Background: an optimization exercise with open tools, aiming at small area and a short achievable clock period. Do not read the settings as production practice.
At most, simulation tests tie the RTL to the original design; equivalence was not proved.
Only the layout flow was run in runs 1, 7 and 8; the RTL was not checked for function there.
Power is estimated from default activity; no workload was simulated.

File: design/flow/config.mk
export PLATFORM = sky130hd
export DESIGN_NAME = FIFO
export DESIGN_NICKNAME = FIFO
export VERILOG_FILES = /design/flow/design.v
export SDC_FILE = /design/flow/constraint.sdc
export NUM_CORES = 4
export LEC_CHECK = 0
export CAP_MARGIN = 20
export CORE_MARGIN = 2
export CORE_UTILIZATION = 65
export SETUP_SLACK_MARGIN = 1.7
export SLEW_MARGIN = 20
File: design/flow/constraint.sdc
create_clock -name core_clock -period 3.5 [get_ports {clk}]
set_input_delay 0.7000 -clock core_clock [delete_from_list [all_inputs] [get_ports {clk}]]
set_output_delay 0.7000 -clock core_clock [all_outputs]
set_load 0.01 [all_outputs]
File: design/flow/design.v
module FIFO (clk,rst,en,wdata,wr_rd,rdata,valid,full,empty);
  input clk;
  input rst;
  input en;
  input wr_rd;
  input [7:0] wdata;
  output reg [7:0] rdata;
  output valid;
  output reg full;
  output reg empty;
  reg [7:0] mem[0:127];
  reg [7:0]  lo[0:3];   
  reg [15:0] hi;        
  reg  [7:0] fullc;    
  wire wr = en & wr_rd & ~full;
  wire [7:0] wrb = {8{en & wr_rd}} & ~fullc;   
  wire rd = en & ~wr_rd & ~empty;
  assign valid = en & ~wr_rd;
  integer i, b;
  always @(posedge clk) begin
    for (b = 0; b < 8; b = b + 1)
      if (wrb[b]) begin
        mem[0][b] <= wdata[b];
        for (i = 1; i < 128; i = i + 1) mem[i][b] <= mem[i-1][b];
      end
  end
  reg [7:0] grp[0:15];
  reg [7:0] q;
  integer g, k;
  always @* begin
    for (g = 0; g < 16; g = g + 1) begin
      grp[g] = 8'd0;
      for (k = 0; k < 8; k = k + 1)
        grp[g] = grp[g] | (mem[8*g+k] & {{2{lo[3][k]}}, {2{lo[2][k]}}, {2{lo[1][k]}}, {2{lo[0][k]}}});
    end
    q = 8'd0;
    for (g = 0; g < 16; g = g + 1)
      q = q | (grp[g] & {8{hi[g]}});
  end
  integer c;
  always @(posedge clk) begin
    if (rst) begin
      for (c = 0; c < 4; c = c + 1) lo[c] <= 8'h80;
      hi    <= 16'h8000;
      full  <= 1'b0;
      fullc <= 8'd0;
      empty <= 1'b1;
      rdata <= 8'd0;
    end else if (wr) begin
      for (c = 0; c < 4; c = c + 1) lo[c] <= {lo[c][6:0], lo[c][7]};
      if (lo[0][7]) hi <= {hi[14:0], hi[15]};
      empty <= 1'b0;
      full  <= lo[0][6] & hi[15];
      for (c = 0; c < 8; c = c + 1) fullc[c] <= lo[c/2][6] & hi[15];
    end else if (rd) begin
      for (c = 0; c < 4; c = c + 1) lo[c] <= {lo[c][0], lo[c][7:1]};
      if (lo[0][0]) hi <= {hi[0], hi[15:1]};
      full  <= 1'b0;
      fullc <= 8'd0;
      empty <= lo[0][0] & hi[0];
      rdata <= q;
    end
  end
endmodule
File: design/flow/flow/run.sh
#!/bin/bash
set -euo pipefail
export CTS_ARGS="-sink_clustering_enable -repair_clock_nets -dont_use_dummy_load -sink_clustering_size 24 -sink_clustering_max_diameter 80"
export IO_CONSTRAINTS="$(pwd)/flow/io.tcl"
bash standard.sh finish > standard_flow.log 2>&1
File: design/flow/flow/io.tcl
set_io_pin_constraint -pin_names {clk} -region left:115-140
File: design/flow/standard.sh
#!/bin/bash
# synth_recipe.tcl (not shown) runs the flow's synth.tcl, then flattens the netlist and writes it again
# the make line also repeats each setting of config.mk as NAME=value (left out here)
make -C /OpenROAD-flow-scripts/flow DESIGN_CONFIG=/design/flow/config.mk WORK_HOME=/design/flow/orfs CLKGATE_MAP_FILE= SYNTH_SCRIPT=/design/flow/synth_recipe.tcl "${@:-finish}"
==> results.txt, run 1 <==
- Share of the yosys chip area belonging to registers: around 81%
- TritonCTS clock tree: done
- Routing usage on met1: 44.0%
- Avg Cell Area, Syn: roughly 18 um^2
- Antenna Cells: 0
- Status: no timing/DRC/antenna violations
- Int Power: approximately 18 mW
- Final Util: 73.3%
- CP max FO: 15
- Final Hold Vio Count: 0
- Largest net degree at the start of global routing: 118
- Total CTS buffers: roughly 50
- Rows: 90
- Vias in the first global route: 21103
- Hold Crit Class: reg2reg
- Clock buffer depth: 3
- Worst Setup End Kind: register
- Area Growth Syn to Fin: 12.1%
- Core Region: about 60000 um^2
- Worst vdd ir: approximately 0.42 mV
- Layout Skew: 0.0404 ns
- Netlist cell types: 38
- Initial antenna violation count: 0
- Final net count: around 2300
- Die width: 250 um
- Post-CTS Hold Fix Bufs: 0
- First-pass GRT wire length: 133000 um
- Lkg Pwr: 13.7 nW
- # setup viols final: 0
- Post-route ant nets: 0
- Share of cells above drive strength 1: roughly 18%
- Clock power frac: 27.9%
- CTS root buffer: clkbuf_16
- Sw Ratio: 21.4%
- Most common library cell in the layout ignoring fill and taps: edfxtp_1
- Synth Register Bits: 1085
- Clock latency reported for the late side of the worst-skew pair: 0.64 ns
- Count of input and output buffers: 22
- Detailed Route WL: 91500 um
- Die Y-Extent: approximately 250 um
- Detailed Place HPWL: 48400 um
- H-tree levels: 2
- Max Cap Viol: 0
- Synth Warn #: 4
- CTS clk-pin slew, worst paths: roughly 0.10 ns
- Syn nets: 2186
- CP required: 4.03 ns
- Minimum clock period: 1.87 ns
- Cells after Synth: approximately 2200
- Commonest non-fill, non-tap cells in the layout: 1024 x edfxtp_1, 497 x a22oi_1, 115 x buf_4
- Min Hold Slack: between 0.4 and 0.5 ns
- Post-DR wirelength/cell: roughly 30 um
- Initial core utilization: 65.4%
- Met3 usage: 4.31%
- Final slew viol count: 0
- Worst Tran Pin Value: between 1 and 1.5 ns
- DR vias/cell: just over 7
- DRT Pass-1 Iters: 6
- Clock sink count: between 1000 and 1500
- Unrepaired setup endpoints after global routing: yes
- Critical path type: reg2reg
- Period utilisation layout: about 53%
- Startpoint Class: register
- Worst rel slew slack: 13.3%
- Cells on worst reg2reg path: 6
- Total gr overflow: 0
- Psw: 4.82 mW
- GR Layer Usage met2: between 40 and 50%
- DRC viols: 0
- Die Footprint: 62500 um^2
- # IOs: 23
- Reg power frac: 66.8%
- Synth Cell Area: 39300 um^2
- Hold path cells: 0
- Critical Path AT: 2.40 ns
- Vias: 21936
- Gpl congestion: 0.793
- F_max: around 540 MHz
- Iter 0 DRT Violations: 3030
- Pwr/cell area: 512 nW/um^2
- Gr usage total: between 20% and 30%
- Grt peak-use layer: met1
- Power share of the combinational group: 5.3%
## metal layers
metal	vias up	routed length, um
met2	1212	42300
met5	-	0
met3	125	8460
met4	0	1980
li1	9296	-
met1	11303	38700
## cell usage after synthesis
| cell type | n | share of area [%] |
|---|---|---|
| inv_1 | 3 | 0.029 |
| a221oi_1 | 4 | 0.089 |
| inv_6 | 1 | 0.022 |
| a31oi_1 | 1 | 0.016 |
| buf_6 | 34 | 0.97 |
| nand2_2 | 1 | 0.016 |
| buf_4 | 5 | 0.095 |
| o21bai_1 | 1 | 0.019 |
| a21oi_1 | 47 | 0.60 |
| buf_1 | 10 | 0.095 |
| nor4_1 | 5 | 0.080 |
| a2111oi_0 | 1 | 0.022 |
| a311oi_1 | 11 | 0.25 |
| edfxtp_1 | 1024 | 78 |
| mux2i_1 | 1 | 0.025 |
| a2111oi_2 | 2 | 0.076 |
| nand2b_1 | 2 | 0.032 |
| or2_1 | 1 | 0.016 |
| nor2b_1 | 1 | 0.016 |
| a22oi_1 | 559 | 11 |
| a41oi_1 | 37 | 0.82 |
| nand2_1 | 59 | 0.56 |
| a211oi_1 | 5 | 0.095 |
| nand3_1 | 8 | 0.10 |
| nand4_1 | 99 | 1.6 |
| o21ai_0 | 1 | 0.013 |
| dfxtp_1 | 61 | 3.1 |
| nor3b_2 | 1 | 0.032 |
| nor2_1 | 46 | 0.44 |
| buf_2 | 49 | 0.62 |
| a22o_4 | 1 | 0.045 |
| o21a_1 | 8 | 0.15 |
| clkinv_1 | 2 | 0.019 |
| a22oi_2 | 3 | 0.095 |
| a222oi_1 | 8 | 0.20 |
| a311oi_2 | 1 | 0.038 |
| clkbuf_1 | 67 | 0.64 |
| a32oi_1 | 4 | 0.089 |
## power by group through the flow
| stage | clock [mW] | sequential [mW] | combinational, mW |
|---|---|---|---|
| after floorplan | 0 | 15.2 | 0.669 |
| after global placement | 0 | 15.4 | 0.937 |
| after detailed placement | 0 | 15.4 | 0.964 |
| after CTS | 6.42 | 15.1 | 1.07 |
| after global routing | 6.82 | 15.1 | 1.26 |
| final | 6.30 | 15.1 | 1.19 |
## state kept, by name (all words and copies together), names as in the netlist
name and flops:
empty 1, fullc 4, hi 16, lo 32
mem 1024, rdata 8
## area by class of cell
type / count / area, um^2
Sequential cell: 1085 / 32100
Fill cell: 3611 / 16100
Multi-Input combinational cell: 919 / 6910
Timing Repair Buffer: 222 / 2720
Clock buffer: 51 / 1280
Tap cell: 782 / 978
Inverter: 6 / 62.6
Timing Repair inverter: 2 / 17.5
## metrics by stage
stage	power [mW]	worst slack (ns)	TNS [ns]	instance area (um^2)	std cells
floorplan	15.9	-1.46	-1114.28	39400	2174
global placement	16.3	0.547	0	40500	2900
detailed placement	16.3	0.504	0	40500	2900
CTS	22.5	1.65	0	42900	3015
global route	23.2	1.57	0	44100	3067
finish	22.6	1.63	0	44100	3067
## logic make-up (layout without fill, tap and decap cells)
kind of cell           Yosys count  count (layout)  share of synthesized area [%]
AND/OR/NAND/NOR                223             223                           2.87
multiplexers                     1               1                         0.0255
AO/OA/AOI/OAI                  694             695                           13.3
buffers and inverters          171             281                           2.50
flip-flops                    1085            1085                           81.3
## repair_timing
item,in CTS,in global routing
resized for setup,205,118
setup endpoints to repair,1026,127
pin swaps,23,42
cloned,6,11
buffers inserted,58,41
## path summary, 6_finish.rpt
kind         startpoint         end  slack (ns)
max            lo[3][7]    rdata[7]        1.63
min          mem[15][5]  mem[16][5]        0.44
max reg2reg    lo[3][7]    rdata[7]        1.63
min reg2reg  mem[15][5]  mem[16][5]        0.44
## critical path, cell delays in order (launching register included)
cell and delay, ns:
dfxtp_4 0.39, buf_12 0.16, a22oi_2 0.15, nand4_1 0.28, a2111oi_4 0.41, nand4_1 0.15
o21a_1 0.21
==> run 2, diff against run 1 <==
--- a/design/flow/design.v
+++ b/design/flow/design.v
@@ -10,5 +10,5 @@
   output reg empty;
   reg [7:0] mem[0:127];
-  reg [7:0]  lo[0:3];   
+  reg [7:0]  lo[0:7];   
   reg [15:0] hi;        
   reg  [7:0] fullc;    
@@ -32,5 +32,5 @@
       grp[g] = 8'd0;
       for (k = 0; k < 8; k = k + 1)
-        grp[g] = grp[g] | (mem[8*g+k] & {{2{lo[3][k]}}, {2{lo[2][k]}}, {2{lo[1][k]}}, {2{lo[0][k]}}});
+        grp[g] = grp[g] | (mem[8*g+k] & {lo[7][k], lo[6][k], lo[5][k], lo[4][k], lo[3][k], lo[2][k], lo[1][k], lo[0][k]});
     end
     q = 8'd0;
@@ -41,5 +41,5 @@
   always @(posedge clk) begin
     if (rst) begin
-      for (c = 0; c < 4; c = c + 1) lo[c] <= 8'h80;
+      for (c = 0; c < 8; c = c + 1) lo[c] <= 8'h80;
       hi    <= 16'h8000;
       full  <= 1'b0;
@@ -48,11 +48,11 @@
       rdata <= 8'd0;
     end else if (wr) begin
-      for (c = 0; c < 4; c = c + 1) lo[c] <= {lo[c][6:0], lo[c][7]};
+      for (c = 0; c < 8; c = c + 1) lo[c] <= {lo[c][6:0], lo[c][7]};
       if (lo[0][7]) hi <= {hi[14:0], hi[15]};
       empty <= 1'b0;
       full  <= lo[0][6] & hi[15];
-      for (c = 0; c < 8; c = c + 1) fullc[c] <= lo[c/2][6] & hi[15];
+      for (c = 0; c < 8; c = c + 1) fullc[c] <= lo[c][6] & hi[15];
     end else if (rd) begin
-      for (c = 0; c < 4; c = c + 1) lo[c] <= {lo[c][0], lo[c][7:1]};
+      for (c = 0; c < 8; c = c + 1) lo[c] <= {lo[c][0], lo[c][7:1]};
       if (lo[0][0]) hi <= {hi[0], hi[15:1]};
       full  <= 1'b0;
==> design/flow/flow/run.sh (replaced) <==
#!/bin/bash
set -euo pipefail
export CTS_ARGS="-sink_clustering_enable -repair_clock_nets -dont_use_dummy_load -sink_clustering_size 24 -sink_clustering_max_diameter 80"
bash standard.sh finish > standard_flow.log 2>&1
--- a/design/flow/config.mk
+++ b/design/flow/config.mk
@@ -9,4 +9,4 @@
 export CORE_MARGIN = 2
 export CORE_UTILIZATION = 65
-export SETUP_SLACK_MARGIN = 1.7
+export SETUP_SLACK_MARGIN = 1.6
 export SLEW_MARGIN = 20
removed: design/flow/flow/io.tcl
==> results.txt, run 2 <==
- TritonCTS clock tree: done
- Sw Ratio: 21.2%
- Reg power frac: 67.8%
- Area contributors post-synth: edfxtp_1 76%, a22oi_1 11%, dfxtp_1 4.8%, nand4_1 1.7%, buf_2 1.2%
- Largest incremental delay on the critical path: between 0.3 and 0.4 ns
- Worst rel slew slack: 21.2%
- Crit-path slowest cell: dfxtp_4
- Die Y-Extent: ~250 um
- Area Growth Syn to Fin: 6.48%
- DRT Pass-1 Iters: 5
- Share of synthesized registers carrying an async set or reset: 0%
- CP max FO: 2
- Hold Crit Class: reg2reg
- Max reg flops: 1024
- Cells on worst reg2reg path: 4
- Count of input and output buffers: 22
- Worst vdd ir: 0.374 mV
- Synth Register Bits: 1121
- Initial core utilization: 65.9%
- Netlist cell types: 35
- Synth area leader: edfxtp_1
- Largest reg by FF count: mem
- CP required: 2.80 ns
- FF/Latch Area: roughly 33000 um^2
- Synth Cell Area: 40700 um^2
- Worst Hold Launch: mem[20][2]
- Period utilisation layout: 53.3%
- Share of cells above drive strength 1: 10.2%
- Clock latency reported for the late side of the worst-skew pair: ~0.64 ns
- Minimum clock period: about 1.9 ns
- Reg2Reg Setup Slack: 1.66 ns
- DR vias/cell: 7.15
- Commonest non-fill, non-tap cells in the layout: 1024 x edfxtp_1, 589 x a22oi_1, 109 x nand4_1
- Largest net degree at the start of global routing: approximately 130
- Detailed Place HPWL: 48100 um
- Clock sink count: 1121
- Vias in the first global route: 21502
- Avg Cell Area, Syn: 17.4 um^2
- # IOs: 23
- Largest registers: mem: 1024 flops, lo: 64 flops, hi: 16 flops
- Post-synth top cells: 1024 x edfxtp_1, 590 x a22oi_1, 109 x nand4_1, 99 x buf_2, 97 x dfxtp_1
- Setup TNS: 0 ns
- Hold endpoint: mem[21][2]
- # fillers: 3978
- Worst Tran Pin Value: between 1 and 1.5 ns
- CTS root buffer: clkbuf_16
- Synth Flop Type: edfxtp_1
- Setup WS post-layout: 1.64 ns
- Die Footprint: 64700 um^2
- Gr usage total: a little over a quarter
- # setup viols final: 0
- Psw: 4.87 mW
- Final Hold Vio Count: 0
- Synth top area share: between 70 and 80%
- CP delay by family, top: flip-flops
- Most common library cell in the layout ignoring fill and taps: edfxtp_1
- Layout Skew: 0.0229 ns
- Worst Setup End Kind: output pin
- Bufs and invs on worst path: 1
- Clock buffer depth: 3
- Lkg Pwr: 13.2 nW
- Total gr overflow: 0
- Critical path type: reg2out
- Int Power: ~18 mW
- Gpl congestion: 0.796
- Share of the yosys chip area belonging to registers: 80.3%
- Post-route ant nets: 0
- Final instance area: 43400 um^2
- Unrepaired setup endpoints after global routing: yes
- Top-count cell post-synth: edfxtp_1
- Core Region: 61800 um^2
- Synth Warn #: 4
- Syn nets: 2346
- Die width: 254 um
- Initial antenna violation count: 3
- Clock power frac: between 20 and 30%
- Power share of the combinational group: 4.1%
- Max Cap Viol: 0
- Post-DR wirelength/cell: between 20 and 30 um
- Origin of the critical flop-to-flop path: hi[2]
- Startpoint Class: register
- Iter 0 DRT Violations: 3471
- Pre-CTS setup slack: 0.547 ns
- Area of the multi-input gates: 7110 um^2
- Critical Path AT: 1.16 ns
- First-pass GRT wire length: 132000 um
- Pwr/cell area: 530 nW/um^2
- F_max: 537 MHz
- Status: no timing/DRC/antenna violations
- Total CTS buffers: 52
- Critical-path cell list: buf_4
- CTS clk-pin slew, worst paths: around 0.1 ns
- Cells after Synth: 2334
- H-tree levels: 2
- Post-CTS Hold Fix Bufs: 0
- DRC viols: 0
- Detailed Route WL: ~88000 um
- Final net count: ~2300
- Rows: 91
- Final slew viol count: 0
- Placement Cell Area: about 42000 um^2
- FF-to-FF End: rdata[4]
- Vias: 22409
- Post-synth EDFFs: ~1000
- Hold path cells: 0
run 2: cell count changes after synthesis, sizes merged, moves of 4 or more:
cell / delta
a21oi: +22
a221oi: +4
a22oi: +29
buf: +43
clkbuf: -26
dfxtp: +36
nand2: +31
nand3: -8
nand4: +10
nor2: +10
o21ai: +10
run 2: timing repair:
action                     in CTS  in global routing
hold endpoints to repair        0                  0
gates cloned                    0                  1
resized for setup             132                 19
pin swaps                       4                 10
buffers inserted                5                  3
setup endpoints to repair    1054                 17
run 2: how the worst max path moves through the flow:
| stage | from | to | slack (ns) | depth (start not counted) |
|---|---|---|---|---|
| finish | fullc[0] | full | 1.64 | 1 |
| global placement | wr_rd | lo[6][4] | 0.63 | 7 |
| global route | lo[1][0] | rdata[1] | 1.57 | 6 |
| CTS | en | valid | 1.54 | 3 |
| floorplan | wr_rd | mem[0][1] | 0.24 | 3 |
| detailed placement | wr_rd | lo[6][5] | 0.55 | 7 |
run 2: cell type report:
type	count	area share [%]
Inverter	5	0.0664
Timing Repair Buffer	94	2.45
Antenna cell	1	0.00577
Clock buffer	52	3.00
Multi-Input combinational cell	1026	16.4
Tap cell	837	2.42
Sequential cell	1121	75.7
run 2: cells by family (layout without fill, tap and decap cells):
family	count (synthesis)	after routing	synth area share, %
mux	1	1	0.0246
other cells	0	1	0
compound gates	762	762	13.9
flops	1121	1121	80.3
buf+inv	187	151	2.60
simple gates	263	263	3.18
run 2: power by group through the flow:
stage / clock (mW) / combinational, mW / sequential [mW]
after detailed placement: 0 / 0.930 / 15.9
after floorplan: 0 / 0.685 / 15.6
after global placement: 0 / 0.902 / 15.8
after global routing: 7.01 / 1.03 / 15.6
after CTS: 6.59 / 0.930 / 15.6
final: 6.46 / 0.949 / 15.6
run 2: stage by stage:
| step | hold WS, ns | power (mW) | utilization, % | std cells |
|---|---|---|---|---|
| floorplan | 0.427 | 16.3 | - | 2334 |
| global placement | 0.428 | 16.7 | 67.6 | 3074 |
| detailed placement | 0.433 | 16.8 | 67.6 | 3074 |
| CTS | 0.447 | 23.1 | 69.9 | 3131 |
| global route | 0.462 | 23.7 | 70.1 | 3135 |
| finish | 0.444 | 23.0 | 70.1 | 3136 |
run 2: layer usage:
metal | global-route usage (%) | routed length, um | vias to the layer above
met5 | 0 | 0 | -
met2 | 40.5 | 40400 | 1113
met1 | 41.4 | 37600 | 11589
met3 | 5.02 | 8110 | 134
met4 | 8.37 | 2230 | 0
li1 | - | - | 9573
==> run 3, diff against run 2 <==
==> design/flow/flow/run.sh (replaced) <==
#!/bin/bash
set -euo pipefail
export CTS_ARGS="-sink_clustering_enable -repair_clock_nets -dont_use_dummy_load -sink_clustering_size 24 -sink_clustering_max_diameter 80"
export IO_CONSTRAINTS="$(pwd)/flow/io.tcl"
bash standard.sh finish > standard_flow.log 2>&1
==> design/flow/flow/io.tcl (new file) <==
set_io_pin_constraint -pin_names {clk} -region left:115-140
==> results.txt, run 3 <==
- Antenna Cells: 0
- Largest reg by FF count: mem
- Final slew viol count: 0
- Vias: 22304
- Detailed Place HPWL: 48000 um
- FF-to-FF End: rdata[1]
- Sw Ratio: 21.1%
- Period utilisation layout: 53.4%
- Worst Hold Launch: mem[19][3]
- Largest incremental delay on the critical path: roughly 0.5 ns
- CTS clk-pin slew, worst paths: around 0.09 ns
- Rows: 91
- Area of the multi-input gates: 7150 um^2
- Syn nets: 2346
- First-pass GRT wire length: 132000 um
- Top-count cell post-synth: edfxtp_1
- # setup viols final: 0
- Minimum clock period: 1.87 ns
- DR vias/cell: 7.09
- Die Footprint: between 60000 and 70000 um^2
- # fillers: 3935
- Clock sink count: 1121
- Area Growth Syn to Fin: 6.66%
- Final Hold Vio Count: 0
- Max reg flops: about 1000
- Share of the yosys chip area belonging to registers: 80.3%
- Final Util: 70.3%
- Netlist cell types: 35
- Reg power frac: 67.9%
- CP max FO: 19
- Clock power frac: 28.1%
- Die width: between 200 and 300 um
- Crit-path slowest cell: dfxtp_2
- Synth Cell Area: 40700 um^2
- Psw: 4.85 mW
- Most common library cell in the layout ignoring fill and taps: edfxtp_1
- CP required: a little over 4 ns
- H-tree levels: 2
- Int Power: 18.1 mW
- DRT Pass-1 Iters: 5
- Synth Register Bits: around 1100
- Origin of the critical flop-to-flop path: lo[1][1]
- Total gr overflow: 0
- Max Cap Viol: 0
- Post-route ant nets: 0
- Setup TNS: 0 ns
- Post-synth EDFFs: a little over 1000
- Startpoint Class: register
- Count of input and output buffers: 22
- Detailed Route WL: 87500 um
- Gr usage total: 26.9%
- # IOs: 23
- Largest registers: mem: 1024 flops, lo: 64 flops, hi: 16 flops
- Final net count: between 2000 and 2500
- DRC viols: 0
- Worst vdd ir: 0.412 mV
- Area contributors post-synth: edfxtp_1 76%, a22oi_1 11%, dfxtp_1 4.8%, nand4_1 1.7%, buf_2 1.2%
- Core Region: 61800 um^2
- F_max: 535 MHz
- Post-synth top cells: 1024 x edfxtp_1, 590 x a22oi_1, 109 x nand4_1, 99 x buf_2, 97 x dfxtp_1
- FF/Latch Area: between 30000 and 40000 um^2
- Hold Crit Class: reg2reg
- Synth Warn #: 4
- Hold path cells: 0
- Synth area leader: edfxtp_1
- Most frequent CP cell: nand4_1
- Synth Flop Type: edfxtp_1
- Share of synthesized registers carrying an async set or reset: 0%
- Clock latency reported for the late side of the worst-skew pair: roughly 0.63 ns
- Total CTS buffers: 52
- Initial core utilization: 65.9%
- Vias in the first global route: about 22000
- Critical Path AT: 2.40 ns
- Lkg Pwr: 13.2 nW
- Synth top area share: 75.5%
- Die Y-Extent: 254 um
- Power share of the combinational group: 4.0%
- Commonest non-fill, non-tap cells in the layout: 1024 x edfxtp_1, 585 x a22oi_1, 109 x nand4_1
- Post-DR wirelength/cell: 27.8 um
- Reg2Reg Setup Slack: 1.63 ns
- Clock buffer depth: 3
- CTS root buffer: clkbuf_16
- Worst Tran Pin Value: 1.23 ns
- Hold endpoint: mem[20][3]
- Critical path type: reg2reg
- Layout Skew: ~0.027 ns
- Pwr/cell area: between 500 and 600 nW/um^2
- Share of cells above drive strength 1: 11.0%
- Unrepaired setup endpoints after global routing: no
- Iter 0 DRT Violations: 3010
- TritonCTS clock tree: done
- Gpl congestion: 0.794
- Largest net degree at the start of global routing: 129
- Worst Setup End Kind: register
- Worst rel slew slack: 17.6%
- Critical-path cell list: a22oi_1 -> nand4_1 -> a2111oi_4 -> nand4_1 -> o21a_1
- Avg Cell Area, Syn: 17.4 um^2
- Cells on worst reg2reg path: 5
- Status: no timing/DRC/antenna violations
- Cells after Synth: 2334
- Post-CTS Hold Fix Bufs: 0
- Initial antenna violation count: 0
## run 3: cell types whose count changed in the layout (fill, tap and decap cells not counted), moves of 4 or more
cell,previous run,this run
a22oi_1,589,585
a22oi_2,2,6
buf_12,27,22
buf_4,44,59
dfxtp_1,27,22
dfxtp_2,58,45
dfxtp_4,12,30
## run 3: per-layer routing
metal | routed length [um] | share of wire, % | track usage [%]
met1 | 38200 | 44 | 42.0
met2 | 39900 | 46 | 40.4
met3 | 7230 | 8.3 | 4.14
met4 | 2170 | 2.5 | 7.09
met5 | 0 | 0 | 0
## run 3: worst max-delay path by stage
stage,slack (ns),end,cells past startpoint,startpoint
3_3_place_gp,0.60,hi[0],6,wr_rd
2_1_floorplan,0.24,mem[0][1],3,wr_rd
5_1_grt,1.59,rdata[7],6,lo[7][3]
4_1_cts,1.54,rdata[6],1,rdata[6]
3_5_place_dp,0.51,hi[11],6,wr_rd
6_report,1.63,rdata[1],5,lo[1][1]
## run 3: timing repair
item	in CTS	in global routing
buffers inserted	4	22
gates resized for setup	134	46
pin swaps	2	15
endpoints found under the setup margin	882	24
## run 3: logic make-up (layout without fill, tap and decap cells)
group	after synthesis	in the layout	synth area share [%]
mux	1	1	0.0246
compound gates	762	762	13.9
simple gates	263	263	3.18
buf+inv	187	160	2.60
flops	1121	1121	80.3
## run 3: power by group through the flow
stage	registers (mW)	clock network (mW)	logic, mW
finish	15.6	6.44	0.921
global route	15.6	6.98	1.00
CTS	15.6	6.61	0.895
detailed placement	15.9	0	0.896
global placement	15.9	0	0.866
floorplan	15.6	0	0.685
## run 3: layout make-up
type	instances	area share, %
clock buffer	52	3.00
tap	837	2.41
timing repair buffer	103	2.42
inverter	5	0.0663
sequential	1121	75.7
multi-input combinational	1026	16.5
## run 3: stage by stage
stage / hold WS (ns) / power [mW] / cell area (um^2) / instances / setup slack [ns]
floorplan: 0.427 / 16.3 / 40800 / 2334 / 0.242
global placement: 0.429 / 16.7 / 41700 / 3066 / 0.598
detailed placement: 0.433 / 16.8 / 41700 / 3066 / 0.508
CTS: 0.437 / 23.1 / 43100 / 3122 / 1.54
global route: 0.455 / 23.6 / 43400 / 3144 / 1.59
finish: 0.441 / 22.9 / 43400 / 3144 / 1.63
## run 3: worst max-delay path, delay by kind of cell, from the launching register on
kind,cells,cell delay (ns)
AND/OR/NAND/NOR,2,0.41
AO/OA/AOI/OAI,3,0.86
flip-flops,1,0.50
==> run 4, diff against run 3 <==
--- a/design/flow/config.mk
+++ b/design/flow/config.mk
@@ -9,4 +9,4 @@
 export CORE_MARGIN = 2
 export CORE_UTILIZATION = 65
-export SETUP_SLACK_MARGIN = 1.6
+export SETUP_SLACK_MARGIN = 1.7
 export SLEW_MARGIN = 20
==> results.txt, run 4 <==
- Status: no timing/DRC/antenna violations
- Reg2Reg Setup Slack: 1.72 ns
- Synth Warn #: 4
- Synth area leader: edfxtp_1
- Gr usage total: 27.0%
- Pwr/cell area: 524 nW/um^2
- Post-DR wirelength/cell: 28.1 um
- Lkg Pwr: 13.4 nW
- Core Region: 61800 um^2
- Power share of the combinational group: 4.1%
- Crit-path slowest cell: dfxtp_4
- Pre-CTS setup slack: 0.492 ns
- Synth top area share: roughly three quarters
- Gpl congestion: 0.812
- CP delay by family, top: flip-flops
- Total CTS buffers: 52
- First-pass GRT wire length: 132000 um
- Vias in the first global route: roughly 22000
- Critical Path AT: around 1.2 ns
- Initial core utilization: 65.9%
- Worst Setup End Kind: output pin
- Share of cells above drive strength 1: roughly an eighth
- Reg power frac: between 60% and 70%
- # IOs: 23
- DR vias/cell: 7.11
- Netlist cell types: 35
- Worst Tran Pin Value: 1.20 ns
- Clock sink count: 1121
- Post-CTS Hold Fix Bufs: 0
- Synth Flop Type: edfxtp_1
- Unrepaired setup endpoints after global routing: yes
- Final net count: 2347
- # fillers: 3869
- Bufs and invs on worst path: 1
- Clock power frac: 28.1%
- Minimum clock period: around 1.9 ns
- # setup viols final: 0
- DRC viols: 0
- Final slew viol count: 0
- Synth Cell Area: 40700 um^2
- Most common library cell in the layout ignoring fill and taps: edfxtp_1
- Final Hold Vio Count: 0
- Share of synthesized registers carrying an async set or reset: 0%
- Layout Skew: slightly above 0.03 ns
- H-tree levels: 2
- Sw Ratio: 21.2%
- Largest incremental delay on the critical path: 0.39 ns
- Post-synth EDFFs: about 1000
- Initial antenna violation count: 1
- Worst rel slew slack: 19.9%
- Commonest non-fill, non-tap cells in the layout: 1024 x edfxtp_1, 585 x a22oi_1, 109 x nand4_1
- Top-count cell post-synth: edfxtp_1
- Detailed Place HPWL: approximately 48000 um
- Startpoint Class: register
- CTS root buffer: clkbuf_16
- Vias: about 23000
- Rows: 91
- DRT Pass-1 Iters: 6
- Area Growth Syn to Fin: 7.68%
- Die Y-Extent: 254 um
- Count of input and output buffers: 22
- Post-synth top cells: 1024 x edfxtp_1, 590 x a22oi_1, 109 x nand4_1, 99 x buf_2, 97 x dfxtp_1
- Avg Cell Area, Syn: 17.4 um^2
- CP required: 2.80 ns
- Critical path type: reg2out
- Iter 0 DRT Violations: 3316
- Psw: 4.87 mW
- TritonCTS clock tree: done
- Die Footprint: 64700 um^2
- Max Cap Viol: 0
- Largest net degree at the start of global routing: ~130
- CTS clk-pin slew, worst paths: 0.09 ns
- Area contributors post-synth: edfxtp_1 76%, a22oi_1 11%, dfxtp_1 4.8%, nand4_1 1.7%, buf_2 1.2%
- Share of the yosys chip area belonging to registers: 80.3%
- FF/Latch Area: 32900 um^2
- Detailed Route WL: a little under 90000 um
- Synth Register Bits: 1121
- Clock buffer depth: 3
- Total gr overflow: 0
- Largest reg by FF count: mem
- Area of the multi-input gates: 7140 um^2
- Int Power: 18.1 mW
- Period utilisation layout: 53.0%
- Clock latency reported for the late side of the worst-skew pair: 0.63 ns
- Worst vdd ir: approximately 0.40 mV
- Setup TNS: 0 ns
- Die width: 254 um
- Post-route ant nets: 0
- Setup WS post-layout: approximately 1.6 ns
- Max reg flops: 1024
- Hold Crit Class: reg2reg
- Critical-path cell list: buf_6
- F_max: about 540 MHz
- Syn nets: around 2300
- Cells after Synth: 2334
- CP max FO: 3
- Largest registers: mem: 1024 flops, lo: 64 flops, hi: 16 flops
-- run 4: changes by cell type in the layout (fill, tap and decap cells not counted), moves of 2 or more --
cell     before  now
dfxtp_4      30   59
buf_12       22   25
buf_8         1    3
buf_2        11    0
dfxtp_1      22   18
dfxtp_2      45   20
buf_4        59   75
buf_6         1   16
-- run 4: area by class of cell --
class,count,share of cell area (%)
multi-input cells,1027,16.3
well taps,837,2.39
diodes,1,0.00571
repair buffers,128,3.18
clock buffers,52,2.97
flip-flops and latches,1121,75.1
inverters,5,0.0685
-- run 4: metal layers --
metal	vias to the layer above	track usage, %	share of wire, %
met5	-	0	0
met4	0	7.04	2.1
met3	115	3.45	8.9
met2	1183	40.5	46
met1	11592	42.7	43
li1	9652	-	-
-- run 4: worst paths after layout --
| kind | start | to | cells past startpoint |
|---|---|---|---|
| max | empty | empty | 1 |
| min | mem[93][1] | mem[94][1] | 0 |
| max reg2reg | lo[1][0] | rdata[1] | 6 |
| min reg2reg | mem[93][1] | mem[94][1] | 0 |
-- run 4: cell families (layout without fill, tap and decap cells) --
| kind of cell | after synthesis | after routing | synth area share [%] |
|---|---|---|---|
| AOI/OAI and AO/OA | 762 | 763 | 13.9 |
| buffers and inverters | 187 | 185 | 2.60 |
| muxes | 1 | 1 | 0.0246 |
| DFF | 1121 | 1121 | 80.3 |
| other | 0 | 1 | 0 |
| and+or+nand+nor | 263 | 263 | 3.18 |
-- run 4: power by group through the flow --
stage / sequential [mW] / clock [mW] / combinational, mW
finish: 15.6 / 6.45 / 0.952
global route: 15.6 / 6.97 / 1.03
CTS: 15.6 / 6.57 / 0.900
detailed placement: 15.9 / 0 / 0.882
global placement: 15.9 / 0 / 0.851
floorplan: 15.6 / 0 / 0.685
-- run 4: metrics by stage --
step	total power [mW]	instance area, um^2	util (%)	hold WS (ns)	instances
finish	23.0	43800	70.9	0.442	3171
global route	23.6	43800	70.9	0.445	3170
CTS	23.0	43200	69.9	0.436	3121
floorplan	16.3	40800	-	0.427	2334
global placement	16.7	41600	67.3	0.429	3058
detailed placement	16.8	41600	67.3	0.434	3058
-- run 4: timing repair --
item | CTS | global route
buffers inserted | 11 | 46
pin swaps | 5 | 20
resized for setup | 182 | 54
cloned | 0 | 2
endpoints found under the setup margin | 1117 | 41
==> run 5, diff against run 4 <==
--- a/design/flow/config.mk
+++ b/design/flow/config.mk
@@ -8,5 +8,5 @@
 export CAP_MARGIN = 20
 export CORE_MARGIN = 2
-export CORE_UTILIZATION = 65
+export CORE_UTILIZATION = 70
 export SETUP_SLACK_MARGIN = 1.7
 export SLEW_MARGIN = 20
==> results.txt, run 5 <==
- Synth Warn #: 4
- Mux share of post-synthesis cell area: 0.0246%
- Worst vdd ir: 0.591 mV
- Total gr overflow: 0
- XOR/XNOR share of the synthesized area: 0%
- Unrepaired setup endpoints after global routing: yes
- Initial core utilization: between 70% and 80%
- Post-DR wirelength/cell: between 20 and 30 um
- Bufs and invs on worst path: 1
- Most common library cell in the layout ignoring fill and taps: edfxtp_1
- Die width: 245 um
- Cells after Synth: ~2300
- Synth top area share: 75.5%
- Worst Tran Pin Value: 1.21 ns
- Synth Cell Area: 40700 um^2
- Post-synthesis adder-cell area fraction: 0%
- Minimum clock period: 1.84 ns
- Clock latency reported for the late side of the worst-skew pair: 0.64 ns
- TritonCTS clock tree: done
- Initial antenna violation count: 1
- CP required: 2.80 ns
- Die Footprint: 60100 um^2
- DR vias/cell: 7.32
- Max Cap Viol: 0
- Total CTS buffers: 52
- CTS root buffer: clkbuf_16
- Largest incremental delay on the critical path: roughly 0.36 ns
- Final net count: between 2000 and 2500
- Syn nets: 2346
- Netlist cell types: 35
- Largest reg by FF count: mem
- First-pass GRT wire length: 134000 um
- Area Growth Syn to Fin: 7.38%
- Clock buffer depth: 3
- Layout Skew: between 0.02 and 0.03 ns
- Final Util: 75.9%
- Top-count cell post-synth: edfxtp_1
- Setup TNS: 0 ns
- Critical-path cell list: buf_6
- Non-filler cells, final: 3091
- Avg Cell Area, Syn: 17.4 um^2
- Worst rel slew slack: 19.3%
- Gpl congestion: around 0.80
- Post-Synth Simple-Gate Area: ~3.2%
- Largest net degree at the start of global routing: 111
- Largest registers: mem: 1024 flops, lo: 64 flops, hi: 16 flops
- Detailed Place HPWL: 47500 um
- Rows: 88
- DRT Pass-1 Iters: 6
- Pwr/cell area: 525 nW/um^2
- # setup viols final: 0
- Count of input and output buffers: 22
- Gr usage total: 29.4%
- Critical Path AT: approximately 1.1 ns
- Compound-Gate Fraction of Synth Area: 13.9%
- Synth Register Bits: 1121
- Post-route ant nets: 0
- F_max: between 500 and 600 MHz
- Iter 0 DRT Violations: around 3400
- Clock sink count: about 1100
- H-tree levels: 2
- Synth area leader: edfxtp_1
- Placed Cells incl. Taps: 2992
- CTS clk-pin slew, worst paths: roughly 0.1 ns
- CP max FO: 2
- Post-CTS Hold Fix Bufs: 0
- Share of cells above drive strength 1: between 10% and 20%
- Startpoint Class: register
- Synth Flop Type: edfxtp_1
- DRC viols: 0
- Hold Crit Class: reg2reg
- Post-synth EDFFs: a little over 1000
- Commonest non-fill, non-tap cells in the layout: 1024 x edfxtp_1, 584 x a22oi_1, 109 x nand4_1
- Share of synthesized registers carrying an async set or reset: 0%
- CP delay by family, top: flip-flops
- Final Hold Vio Count: 0
- Main combinational cell family by area after synthesis: compound AO/OA/AOI/OAI gates
- Max reg flops: 1024
- # IOs: 23
- Critical path type: reg2out
- Vias: 22628
- Period utilisation layout: 52.5%
- Share of the yosys chip area belonging to registers: around 80%
- Detailed Route WL: 88800 um
- Post-synth top cells: 1024 x edfxtp_1, 590 x a22oi_1, 109 x nand4_1, 99 x buf_2, 97 x dfxtp_1
- Worst Setup End Kind: output pin
- Crit-path slowest cell: dfxtp_4
- Final slew viol count: 0
- Lkg Pwr: about 13 nW
- Area contributors post-synth: edfxtp_1 76%, a22oi_1 11%, dfxtp_1 4.8%, nand4_1 1.7%, buf_2 1.2%
- Die Y-Extent: 245 um
- Status: no timing/DRC/antenna violations
- Vias in the first global route: between 20000 and 25000
- Core Region: ~58000 um^2
-- run 5: cell counts after synthesis --
No cell type changed its count.
-- run 5: metal layers --
layer  wire [um]  track usage [%]  vias up
met5           0                0        -
met1       36300             44.9    11524
met2       40900             44.4     1315
met4        2330             8.11        0
met3        9240             5.42      148
li1            -                -     9641
-- run 5: worst paths after layout --
check	cells after the start	slack, ns	from	endpoint
worst max register to register	6	1.70	lo[1][1]	rdata[1]
worst min-delay path	0	0.44	mem[87][1]	mem[88][1]
worst min register to register	0	0.44	mem[87][1]	mem[88][1]
worst max-delay path	1	1.66	fullc[0]	full
-- run 5: cells by family (layout without fill, tap and decap cells) --
kind of cell           Yosys count  count (layout)
buffers and inverters          187             177
DFF                           1121            1121
and+or+nand+nor                263             263
other                            0               1
muxes                            1               1
AOI/OAI and AO/OA              762             763
-- run 5: cell type report --
type / instances / area [um^2]
flip-flops and latches: 1121 / 32900
fillers: 3192 / 13900
multi-input cells: 1027 / 7140
repair buffers: 120 / 1360
clock buffers: 52 / 1300
well taps: 765 / 957
inverters: 5 / 30.0
diodes: 1 / 2.50
-- run 5: repair_timing --
item / 4_1_cts / 5_1_grt
gates cloned: 3 / 2
pin swaps: 12 / 17
setup endpoints to repair: 1042 / 78
hold endpoints to repair: 0 / 0
gates resized for setup: 159 / 75
setup buffers: 8 / 33
-- run 5: stage by stage --
stage | instance area [um^2] | worst slack (ns) | hold slack, ns | power, mW
5_1_grt | 43700 | 1.64 | 0.456 | 23.6
4_1_cts | 43200 | 1.57 | 0.441 | 23.0
6_report | 43700 | 1.66 | 0.436 | 23.0
3_5_place_dp | 41600 | 0.623 | 0.433 | 16.8
3_3_place_gp | 41600 | 0.679 | 0.430 | 16.7
2_1_floorplan | 40800 | 0.242 | 0.427 | 16.3
-- run 5: power by group --
group | internal (mW) | total, mW | switching [mW] | leakage [nW]
Sequential | 15.1 | 15.6 | 0.462 | 10.4
Combinational | 0.339 | 0.953 | 0.615 | 2.25
Clock | 2.65 | 6.44 | 3.78 | 0.641
Total | 18.1 | 23.0 | 4.86 | 13.3
==> run 6, diff against run 5 <==
--- a/design/flow/config.mk
+++ b/design/flow/config.mk
@@ -8,5 +8,5 @@
 export CAP_MARGIN = 20
 export CORE_MARGIN = 2
-export CORE_UTILIZATION = 70
-export SETUP_SLACK_MARGIN = 1.7
+export CORE_UTILIZATION = 65
+export SETUP_SLACK_MARGIN = 1.65
 export SLEW_MARGIN = 20
==> results.txt, run 6 <==
- Vias in the first global route: 21643
- Hold path cells: 0
- Count of input and output buffers: 22
- Non-filler cells, final: ~3100
- Largest reg by FF count: mem
- Post-synth top cells: 1024 x edfxtp_1, 590 x a22oi_1, 109 x nand4_1, 99 x buf_2, 97 x dfxtp_1
- # setup viols final: 0
- Period utilisation layout: 52.1%
- CTS root buffer: clkbuf_16
- Synth Cell Area: 40700 um^2
- Synth Register Bits: about 1100
- Synth top area share: 75.5%
- Synth Warn #: 4
- Die Y-Extent: approximately 250 um
- Die width: 254 um
- Final Util: between 70% and 80%
- Final Hold Vio Count: 0
- CP max FO: 3
- Final instance area: approximately 44000 um^2
- Core Region: 61800 um^2
- Share of synthesized registers carrying an async set or reset: 0%
- Vias: 22415
- Minimum clock period: 1.82 ns
- Largest net degree at the start of global routing: 109
- Setup WS post-layout: approximately 1.7 ns
- Status: no timing/DRC/antenna violations
- Share of cells above drive strength 1: 11.1%
- # fillers: 3940
- Worst Tran Pin Value: around 1.1 ns
- Rows: 91
- Largest registers: mem: 1024 flops, lo: 64 flops, hi: 16 flops
- Worst vdd ir: 0.461 mV
- Antenna Cells: 0
- Post-synth EDFFs: between 1000 and 1500
- CTS clk-pin slew, worst paths: 0.09 ns
- Post-DR wirelength/cell: 28.1 um
- First-pass GRT wire length: about 130000 um
- Most common library cell in the layout ignoring fill and taps: edfxtp_1
- Setup TNS: 0 ns
- Clock latency reported for the late side of the worst-skew pair: 0.63 ns
- DR vias/cell: 7.13
- Area Growth Syn to Fin: 7.01%
- Lkg Pwr: 13.2 nW
- Detailed-routing wirelength on met1: 37500 um
- Max Cap Viol: 0
- Post-route ant nets: 0
- Pwr/cell area: between 500 and 600 nW/um^2
- Top-count cell post-synth: edfxtp_1
- Total CTS buffers: 52
- Critical Path AT: roughly 1.1 ns
- Total gr overflow: 0
- Detailed Place HPWL: 48200 um
- TritonCTS clock tree: done
- Detailed Route WL: 88400 um
- Die Footprint: 64700 um^2
- CP required: 2.80 ns
- Iter 0 DRT Violations: 2981
- Pre-CTS setup slack: 0.591 ns
- Final slew viol count: 0
- Worst Setup End Kind: output pin
- Clock sink count: between 1000 and 1500
- Placed Cells incl. Taps: around 3100
- Met2 wire length: just over 40000 um
- Critical path type: in2out
- Avg Cell Area, Syn: 17.4 um^2
- Layout Skew: 0.0223 ns
- Final net count: 2322
- H-tree levels: 2
- Clock buffer depth: 3
- Min Hold Slack: 0.441 ns
- Worst rel slew slack: 28.5%
- Cells after Synth: 2334
- Initial antenna violation count: 0
- Final Power: 23.0 mW
- F_max: roughly 550 MHz
- Initial core utilization: 65.9%
- Routed wl met3: 7560 um
- Startpoint Class: input pin
- Share of the yosys chip area belonging to registers: 80.3%
- Hold Crit Class: reg2reg
- Placement Cell Area: 41700 um^2
- Gr usage total: 27.1%
- # IOs: 23
- Area contributors post-synth: edfxtp_1 76%, a22oi_1 11%, dfxtp_1 4.8%, nand4_1 1.7%, buf_2 1.2%
- Commonest non-fill, non-tap cells in the layout: 1024 x edfxtp_1, 584 x a22oi_1, 109 x nand4_1
- Max reg flops: 1024
- Top Layer Used: met4
- Synth Flop Type: edfxtp_1
- Synth area leader: edfxtp_1
- Unrepaired setup endpoints after global routing: yes
- Syn nets: 2346
- Gpl congestion: about 0.8
- Netlist cell types: 35
- DRC viols: 0
- Cells on worst reg2reg path: 6
- DRT Pass-1 Iters: 6
==> run 6: cells by family (layout without fill, tap and decap cells) <==
family | after synthesis | count (layout) | synth area share [%]
DFF | 1121 | 1121 | 80.3
buffers and inverters | 187 | 161 | 2.60
AOI/OAI and AO/OA | 762 | 762 | 13.9
and+or+nand+nor | 263 | 263 | 3.18
muxes | 1 | 1 | 0.0246
==> run 6: power by group <==
group	total, mW	switching, mW	internal [mW]
sequential	15.6	0.456	15.1
combinational	0.958	0.620	0.338
clock	6.45	3.79	2.65
==> run 6: area by class of cell <==
| type | count | area, um^2 | area share, % |
|---|---|---|---|
| Inverter | 5 | 28.8 | 0.0660 |
| Sequential cell | 1121 | 32900 | 75.5 |
| Multi-Input combinational cell | 1026 | 7120 | 16.3 |
| Clock buffer | 52 | 1300 | 2.99 |
| Tap cell | 837 | 1050 | 2.40 |
| Timing Repair Buffer | 104 | 1200 | 2.75 |
==> run 6: worst paths after layout <==
kind                            slack (ns)    endpoint       start
worst max register to register        1.68    rdata[5]    lo[5][7]
worst min-delay path                  0.44  mem[82][1]  mem[81][1]
worst min register to register        0.44  mem[82][1]  mem[81][1]
worst max-delay path                  1.68       valid       wr_rd
==> run 6: worst max-delay path, stage by stage <==
cell and delay, ns:
clkbuf_4 0.16, nor2b_4 0.13, buf_2 0.13
==> run 6: routing by layer <==
layer,vias up,track usage [%]
met4,0,7.60
met5,-,0
met3,147,3.41
met1,11554,42.1
met2,1126,41.3
li1,9588,-
==> run 6: repair_timing <==
| item | 4_1_cts | 5_1_grt |
|---|---|---|
| endpoints found under the setup margin | 1078 | 16 |
| buffers inserted | 12 | 12 |
| gates cloned | 0 | 1 |
| hold buffers | 0 | 0 |
| resized for setup | 157 | 38 |
| pin swaps | 4 | 11 |
==> run 7, diff against run 6 <==
--- a/design/flow/design.v
+++ b/design/flow/design.v
@@ -11,5 +11,6 @@
   reg [7:0] mem[0:127];
   reg [7:0]  lo[0:7];   
-  reg [15:0] hi;        
+  reg [3:0]  hb;        
+  wire [15:0] hi = 16'd1 << hb;   
   reg  [7:0] fullc;    
   wire wr = en & wr_rd & ~full;
@@ -42,5 +43,5 @@
     if (rst) begin
       for (c = 0; c < 8; c = c + 1) lo[c] <= 8'h80;
-      hi    <= 16'h8000;
+      hb    <= 4'd15;
       full  <= 1'b0;
       fullc <= 8'd0;
@@ -49,5 +50,5 @@
     end else if (wr) begin
       for (c = 0; c < 8; c = c + 1) lo[c] <= {lo[c][6:0], lo[c][7]};
-      if (lo[0][7]) hi <= {hi[14:0], hi[15]};
+      if (lo[0][7]) hb <= hb + 4'd1;
       empty <= 1'b0;
       full  <= lo[0][6] & hi[15];
@@ -55,5 +56,5 @@
     end else if (rd) begin
       for (c = 0; c < 8; c = c + 1) lo[c] <= {lo[c][0], lo[c][7:1]};
-      if (lo[0][0]) hi <= {hi[0], hi[15:1]};
+      if (lo[0][0]) hb <= hb - 4'd1;
       full  <= 1'b0;
       fullc <= 8'd0;
--- a/design/flow/config.mk
+++ b/design/flow/config.mk
@@ -9,4 +9,4 @@
 export CORE_MARGIN = 2
 export CORE_UTILIZATION = 65
-export SETUP_SLACK_MARGIN = 1.65
+export SETUP_SLACK_MARGIN = 1.7
 export SLEW_MARGIN = 20
==> results.txt, run 7 <==
- Unrepaired setup endpoints after global routing: yes
- Core Region: between 60000 and 70000 um^2
- Largest reg by FF count: mem
- Syn nets: 2257
- Count of input and output buffers: 22
- Worst rel slew slack: 25.5%
- Post-route ant nets: 0
- Die Footprint: roughly 64000 um^2
- Crit-path slowest cell: or4b_4
- H-tree levels: 2
- CTS root buffer: clkbuf_16
- Most frequent CP cell: buf_6
- Top-count cell post-synth: edfxtp_1
- Status: no timing/DRC/antenna violations
- DRT Pass-1 Iters: 5
- Total gr overflow: 0
- Share of the yosys chip area belonging to registers: 81.0%
- Detailed Place HPWL: 48200 um
- DR vias/cell: 7.23
- Final net count: 2256
- Critical Path AT: roughly 2.5 ns
- Reg power frac: about two thirds
- Synth Warn #: 4
- Startpoint Class: register
- Final slew viol count: 0
- Post-synth top cells: 1024 x edfxtp_1, 574 x a22oi_1, 124 x clkbuf_1, 114 x a41oi_1, 85 x dfxtp_1
- Layout Skew: 0.0471 ns
- CTS clk-pin slew, worst paths: about 0.090 ns
- Lkg Pwr: 13.0 nW
- Power share of the combinational group: 3.8%
- Clock power frac: 28.4%
- Gr usage total: 27.2%
- Clock buffer depth: 3
- Share of cells above drive strength 1: 14.6%
- Cells after Synth: 2242
- Area Growth Syn to Fin: 9.20%
- Synth Cell Area: 40100 um^2
- CP required: 4.07 ns
- Initial antenna violation count: 2
- Max Cap Viol: 0
- Initial core utilization: roughly two thirds
- Non-filler cells, final: 3031
- Largest net degree at the start of global routing: 86
- Most common library cell in the layout ignoring fill and taps: edfxtp_1
- Post-synth EDFFs: 1024
- Vias: 21928
- Largest incremental delay on the critical path: about 0.56 ns
- Int Power: 17.9 mW
- Hold Crit Class: reg2reg
- Psw: 4.74 mW
- Worst Setup End Kind: register
- Iter 0 DRT Violations: roughly 3200
- Critical path type: reg2reg
- Synth area leader: edfxtp_1
- # IOs: 23
- Reg2Reg Setup Slack: 1.57 ns
- Vias in the first global route: 21123
- Netlist cell types: 39
- Period utilisation layout: 55.3%
- Synth top area share: between 70 and 80%
- Total CTS buffers: 52
- Area contributors post-synth: edfxtp_1 77%, a22oi_1 11%, dfxtp_1 4.2%, a41oi_1 2.5%, clkbuf_1 1.2%
- Final Util: 71.3%
- Largest registers: mem: 1024 flops, lo: 64 flops
- Post-DR wirelength/cell: between 20 and 30 um
- Detailed Route WL: slightly below 90000 um
- TritonCTS clock tree: done
- Rows: slightly above 90
- Final instance area: 43800 um^2
- Avg Cell Area, Syn: 17.9 um^2
- Gpl congestion: about 0.8
- Synth Register Bits: 1109
- Die width: 252 um
- Critical-path cell list: buf_6 -> or4b_4 -> buf_8 -> buf_6 -> a41o_1 -> nand3_1 -> o221a_2
- Share of synthesized registers carrying an async set or reset: 0%
- Die Y-Extent: 252 um
- Sw Ratio: between 20% and 30%
- # setup viols final: 0
- Final Hold Vio Count: 0
- DRC viols: 0
- Synth Flop Type: edfxtp_1
- Minimum clock period: a little under 2 ns
- Placed Cells incl. Taps: 2930
- First-pass GRT wire length: 131000 um
- Pwr/cell area: 518 nW/um^2
- CP max FO: 6
- Placement Cell Area: 41300 um^2
- Clock latency reported for the late side of the worst-skew pair: 0.63 ns
- Setup TNS: 0 ns
- Commonest non-fill, non-tap cells in the layout: 1024 x edfxtp_1, 561 x a22oi_1, 99 x a41oi_1
- Clock sink count: 1109
- Max reg flops: 1024
- Worst Tran Pin Value: 1.12 ns
- F_max: 517 MHz
- Worst vdd ir: a little under 0.5 mV
run 7: power by group through the flow:
stage	Clock (mW)	Combinational [mW]	Sequential (mW)
6_report	6.44	0.851	15.4
5_1_grt	6.97	0.921	15.4
4_1_cts	6.61	0.779	15.4
3_5_place_dp	0	0.750	15.7
3_3_place_gp	0	0.724	15.7
2_1_floorplan	0	0.568	15.4
run 7: worst paths after layout:
check | cells after the start | start | end
setup / recovery | 7 | hb[1] | rdata[3]
hold / removal | 0 | mem[30][2] | mem[31][2]
setup reg to reg | 7 | hb[1] | rdata[3]
hold reg to reg | 0 | mem[30][2] | mem[31][2]
run 7: stage by stage:
step	hold slack (ns)	worst slack (ns)	power, mW
final	0.422	1.57	22.7
after global placement	0.429	0.329	16.4
after floorplan	0.427	0.372	16.0
after CTS	0.428	1.59	22.8
after global routing	0.444	1.53	23.3
after detailed placement	0.433	0.337	16.4
run 7: final cells by class:
| type | instances | area, um^2 |
|---|---|---|
| tap | 790 | 988 |
| fill | 3744 | 17600 |
| antenna | 2 | 5.00 |
| clock buffer | 52 | 1300 |
| multi-input combinational | 954 | 7400 |
| timing repair buffer | 121 | 1450 |
| sequential | 1109 | 32600 |
| inverter | 3 | 16.3 |
run 7: critical path: cells and delay by family (launching register included):
family | cells | cell delay, ns
compound gates | 2 | 0.39
buf+inv | 3 | 0.44
flops | 1 | 0.38
simple gates | 2 | 0.64
run 7: timing repair:
| action | in CTS | in global routing |
|---|---|---|
| hold buffers | 0 | 0 |
| gates resized for setup | 191 | 62 |
| buffers inserted | 26 | 20 |
| gates cloned | 0 | 1 |
| setup endpoints to repair | 877 | 78 |
| pin swaps | 10 | 31 |
run 7: cells by family (layout without fill, tap and decap cells):
kind of cell               after synthesis  in the layout  synth area share (%)
AOI/OAI and AO/OA                      782            782                  14.9
xor gates and xnor gates                 3              3                0.0656
adders and majority gates                3              3                 0.112
buffers and inverters                  179            176                  1.82
DFF                                   1109           1109                  81.0
muxes                                    3              3                0.0749
other                                    0              2                     0
and+or+nand+nor                        163            163                  2.05
run 7: per-layer routing:
layer	vias to the layer above	wire (um)	track usage, %	part of all wire, %
met5	-	0	0	0
met2	1046	40900	40.9	46
li1	9384	-	-	-
met1	11366	37300	41.3	42
met4	0	2740	8.79	3.1
met3	132	7470	4.86	8.5
==> run 8, diff against run 7 <==
==> design/flow/design.v (replaced) <==
module FIFO (clk,rst,en,wdata,wr_rd,rdata,valid,full,empty);
  input clk;
  input rst;
  input en;
  input wr_rd;
  input [7:0] wdata;
  output reg [7:0] rdata;
  output valid;
  output reg full;
  output reg empty;
  reg [7:0] mem[0:127];
  reg [7:0]  lo[0:7];   
  reg [15:0] hi;        
  wire wr = en & wr_rd & ~full;
  wire rd = en & ~wr_rd & ~empty;
  assign valid = en & ~wr_rd;
  integer i;
  always @(posedge clk) begin
    if (wr) begin
      mem[0] <= wdata;
      for (i = 1; i < 128; i = i + 1) mem[i] <= mem[i-1];
    end
  end
  reg [7:0] grp[0:15];
  reg [7:0] q;
  integer g, k;
  always @* begin
    for (g = 0; g < 16; g = g + 1) begin
      grp[g] = 8'd0;
      for (k = 0; k < 8; k = k + 1)
        grp[g] = grp[g] | (mem[8*g+k] & {lo[7][k], lo[6][k], lo[5][k], lo[4][k], lo[3][k], lo[2][k], lo[1][k], lo[0][k]});
    end
    q = 8'd0;
    for (g = 0; g < 16; g = g + 1)
      q = q | (grp[g] & {8{hi[g]}});
  end
  integer c;
  always @(posedge clk) begin
    if (rst) begin
      for (c = 0; c < 8; c = c + 1) lo[c] <= 8'h80;
      hi    <= 16'h8000;
      full  <= 1'b0;
      empty <= 1'b1;
      rdata <= 8'd0;
    end else if (wr) begin
      for (c = 0; c < 8; c = c + 1) lo[c] <= {lo[c][6:0], lo[c][7]};
      if (lo[0][7]) hi <= {hi[14:0], hi[15]};
      empty <= 1'b0;
      full  <= lo[0][6] & hi[15];
    end else if (rd) begin
      for (c = 0; c < 8; c = c + 1) lo[c] <= {lo[c][0], lo[c][7:1]};
      if (lo[0][0]) hi <= {hi[0], hi[15:1]};
      full  <= 1'b0;
      empty <= lo[0][0] & hi[0];
      rdata <= q;
    end
  end
endmodule
==> design/flow/flow/run.sh (replaced) <==
#!/bin/bash
set -euo pipefail
export CTS_ARGS="-sink_clustering_enable -repair_clock_nets -dont_use_dummy_load -sink_clustering_size 24 -sink_clustering_max_diameter 80"
bash standard.sh finish > standard_flow.log 2>&1
--- a/design/flow/config.mk
+++ b/design/flow/config.mk
@@ -9,4 +9,4 @@
 export CORE_MARGIN = 2
 export CORE_UTILIZATION = 65
-export SETUP_SLACK_MARGIN = 1.7
+export SETUP_SLACK_MARGIN = 1.6
 export SLEW_MARGIN = 20
removed: design/flow/flow/io.tcl
==> results.txt, run 8 <==
- Status: no timing/DRC/antenna violations
- Sw Ratio: between 20% and 30%
- Netlist cell types: 32
- Largest net degree at the start of global routing: 140
- Post-synth top cells: 1024 x edfxtp_1, 585 x a22oi_1, 109 x nand2_1, 104 x nand4_1, 99 x buf_2
- Cells after Synth: 2320
- Top-count cell post-synth: edfxtp_1
- Hold Crit Class: reg2reg
- Min Hold Slack: 0.442 ns
- Synth Register Bits: approximately 1100
- First-pass GRT wire length: 130000 um
- Largest registers: mem: 1024 flops, lo: 64 flops, hi: 16 flops
- Crit-path slowest cell: buf_12
- Largest reg by FF count: mem
- Startpoint Class: register
- Final net count: 2276
- DR vias/cell: 7.07
- Post-synth EDFFs: 1024
- CTS clk-pin slew, worst paths: about 0.09 ns
- Critical path type: reg2reg
- Area of the multi-input gates: 7110 um^2
- Area contributors post-synth: edfxtp_1 76%, a22oi_1 11%, dfxtp_1 4.4%, nand4_1 1.6%, buf_2 1.2%
- Hold path cells: 0
- Worst vdd ir: roughly 0.5 mV
- Critical-path cell list: nand3b_4 -> inv_16 -> buf_12
- Initial antenna violation count: 1
- Die width: 254 um
- Clock sink count: between 1000 and 1500
- Lkg Pwr: 13.0 nW
- # setup viols final: 0
- Count of input and output buffers: 22
- Share of cells above drive strength 1: 10.1%
- Max reg flops: between 1000 and 1500
- Synth Warn #: 4
- Worst Hold Launch: mem[24][2]
- # IOs: 23
- F_max: 524 MHz
- Post-CTS Hold Fix Bufs: 0
- Int Power: 18.1 mW
- Detailed Route WL: 86000 um
- Syn nets: roughly 2300
- CP max FO: 117
- Final Hold Vio Count: 0
- Clock latency reported for the late side of the worst-skew pair: 0.64 ns
- Share of synthesized registers carrying an async set or reset: 0%
- Post-route ant nets: 0
- H-tree levels: 2
- Clock buffer depth: 3
- Worst Tran Pin Value: 1.21 ns
- Initial core utilization: 65.8%
- Largest incremental delay on the critical path: 0.47 ns
- Period utilisation layout: 54.5%
- Final slew viol count: 0
- Worst Setup End Kind: register
- Cells on worst reg2reg path: 3
- Die Y-Extent: roughly 250 um
- Unrepaired setup endpoints after global routing: yes
- Vias: 21895
- Final Util: 69.6%
- Detailed Place HPWL: 45600 um
- # fillers: 3968
- Psw: 4.86 mW
- Pwr/cell area: 534 nW/um^2
- Commonest non-fill, non-tap cells in the layout: 1024 x edfxtp_1, 575 x a22oi_1, 109 x nand2_1
- Rows: 91
- Iter 0 DRT Violations: 2822
- DRT Pass-1 Iters: 6
- Synth Flop Type: edfxtp_1
- FF-to-FF End: mem[24][2]
- Area Growth Syn to Fin: 5.76%
- Most common library cell in the layout ignoring fill and taps: edfxtp_1
- Synth Cell Area: 40600 um^2
- DRC viols: 0
- Reg2Reg Setup Slack: ~1.6 ns
- Post-DR wirelength/cell: approximately 28 um
- Power share of the combinational group: 4.2%
- Clock power frac: between 20% and 30%
- Max Cap Viol: 0
- TritonCTS clock tree: done
- Synth top area share: 75.8%
- Die Footprint: 64500 um^2
- Avg Cell Area, Syn: approximately 17 um^2
- Reg power frac: approximately 68%
- Gpl congestion: 0.798
- Layout Skew: 0.0293 ns
- Core Region: 61700 um^2
- Origin of the critical flop-to-flop path: full
- Total CTS buffers: 52
- Gr usage total: 26.6%
- Critical Path AT: 2.16 ns
- Antenna Cells: 0
- FF/Latch Area: between 30000 and 40000 um^2
- CP required: approximately 3.8 ns
- CTS root buffer: clkbuf_16
- Synth area leader: edfxtp_1
- Hold endpoint: mem[25][2]
- Total gr overflow: 0
- Minimum clock period: 1.91 ns
- Worst rel slew slack: 19.5%
- Share of the yosys chip area belonging to registers: between 80% and 90%
- Vias in the first global route: about 21000
-- run 8: critical path: cells and delay by family (launching register included) --
kind,cells,cell delay [ns]
buf+inv,2,0.77
simple gates,1,0.22
flops,1,0.34
-- run 8: worst max path at each step --
stage	startpoint	to	slack, ns	cells after the start
final	full	mem[24][2]	1.59	3
after global routing	full	mem[22][2]	1.52	3
after CTS	en	valid	1.59	3
after detailed placement	wr_rd	lo[4][3]	0.59	6
after global placement	wr_rd	lo[4][6]	0.65	6
after floorplan	wr_rd	full	-0.53	6
-- run 8: cells by family (layout without fill, tap and decap cells) --
kind of cell / count (synthesis) / in the layout / synth area share, %
AO/OA/AOI/OAI: 743 / 743 / 13.9
flip-flops: 1114 / 1114 / 80.2
buffers and inverters: 184 / 125 / 2.56
AND/OR/NAND/NOR: 279 / 280 / 3.38
-- run 8: layer usage --
layer / vias to the layer above / GRT usage (%) / share of wire [%]
met5: - / 0 / 0.048
met4: 6 / 7.14 / 2.2
met3: 116 / 3.79 / 7.9
met2: 1000 / 40.2 / 47
met1: 11322 / 41.4 / 43
li1: 9451 / - / -
-- run 8: through the flow --
stage | TNS [ns] | setup slack [ns] | std cells | area (um^2) | power [mW]
detailed placement | 0 | 0.588 | 3036 | 41300 | 16.8
floorplan | -515.50 | -0.531 | 2320 | 40700 | 16.3
finish | 0 | 1.59 | 3099 | 42900 | 22.9
global route | 0 | 1.52 | 3099 | 42900 | 23.6
CTS | 0 | 1.59 | 3092 | 42700 | 23.1
global placement | 0 | 0.647 | 3036 | 41300 | 16.8
-- run 8: repair_timing --
action	CTS	global route
pin swaps	2	6
cloned	2	1
gates resized for setup	134	28
endpoints found under the hold margin	0	0
endpoints found under the setup margin	639	337
setup buffers	2	6
-- run 8: layout make-up --
type	instances	area share (%)
sequential	1114	76.1
multi-input combinational	1023	16.6
clock buffer	52	3.03
tap	837	2.44
timing repair buffer	68	1.72
inverter	5	0.117
-- run 8: power by group through the flow --
stage,Clock [mW],Combinational [mW],Sequential [mW]
after global placement,0,0.912,15.8
final,6.40,0.959,15.6
after CTS,6.57,0.940,15.6
after detailed placement,0,0.937,15.9
after global routing,6.94,1.05,15.6
after floorplan,0,0.758,15.6

## static timing again, ports no longer ideal
The results above use ideal ports. As a check the final layouts listed here were re-extracted and re-timed, cells and wires unchanged.
Step 1, drivers: a clkbuf_16 drives clk and a buf_2 each remaining input, both assumed.
Step 2, shift: input delay + t, output delay - t, t = (earliest + latest rising clock arrival at the registers) / 2. This alone moves slack from input paths to output paths.
a / b / c = ideal ports / drivers / drivers and shift; a / b = the first two.
| run | shift t [ns] | setup WS [ns] | latest minus earliest clock arrival (ns) | worst register clock-pin slew, ns |
|---|---|---|---|---|
| run 1 | 0.659 | 1.631 / 1.631 / 1.134 | 0.058 / 0.058 | 0.10 / 0.10 |
| run 2 | 0.690 | 1.636 / 1.571 / 1.031 | 0.026 / 0.025 | 0.10 / 0.10 |
| run 3 | 0.663 | 1.631 / 1.608 / 1.192 | 0.034 / 0.035 | 0.10 / 0.10 |
| run 4 | 0.663 | 1.646 / 1.495 / 1.008 | 0.043 / 0.044 | 0.10 / 0.10 |
| run 5 | 0.666 | 1.663 / 1.615 / 1.186 | 0.043 / 0.043 | 0.10 / 0.10 |
| run 6 | 0.667 | 1.676 / 1.631 / 1.149 | 0.030 / 0.031 | 0.10 / 0.10 |
| run 7 | 0.661 | 1.566 / 1.566 / 1.120 | 0.051 / 0.051 | 0.10 / 0.10 |
| run 8 | 0.682 | 1.592 / 1.588 / 1.084 | 0.036 / 0.036 | 0.10 / 0.10 |
After both steps every run listed still meets setup and hold. For run 4, which loses most, drivers alone change the setup slack by -0.151 ns; drivers and shift together by -0.638 ns.
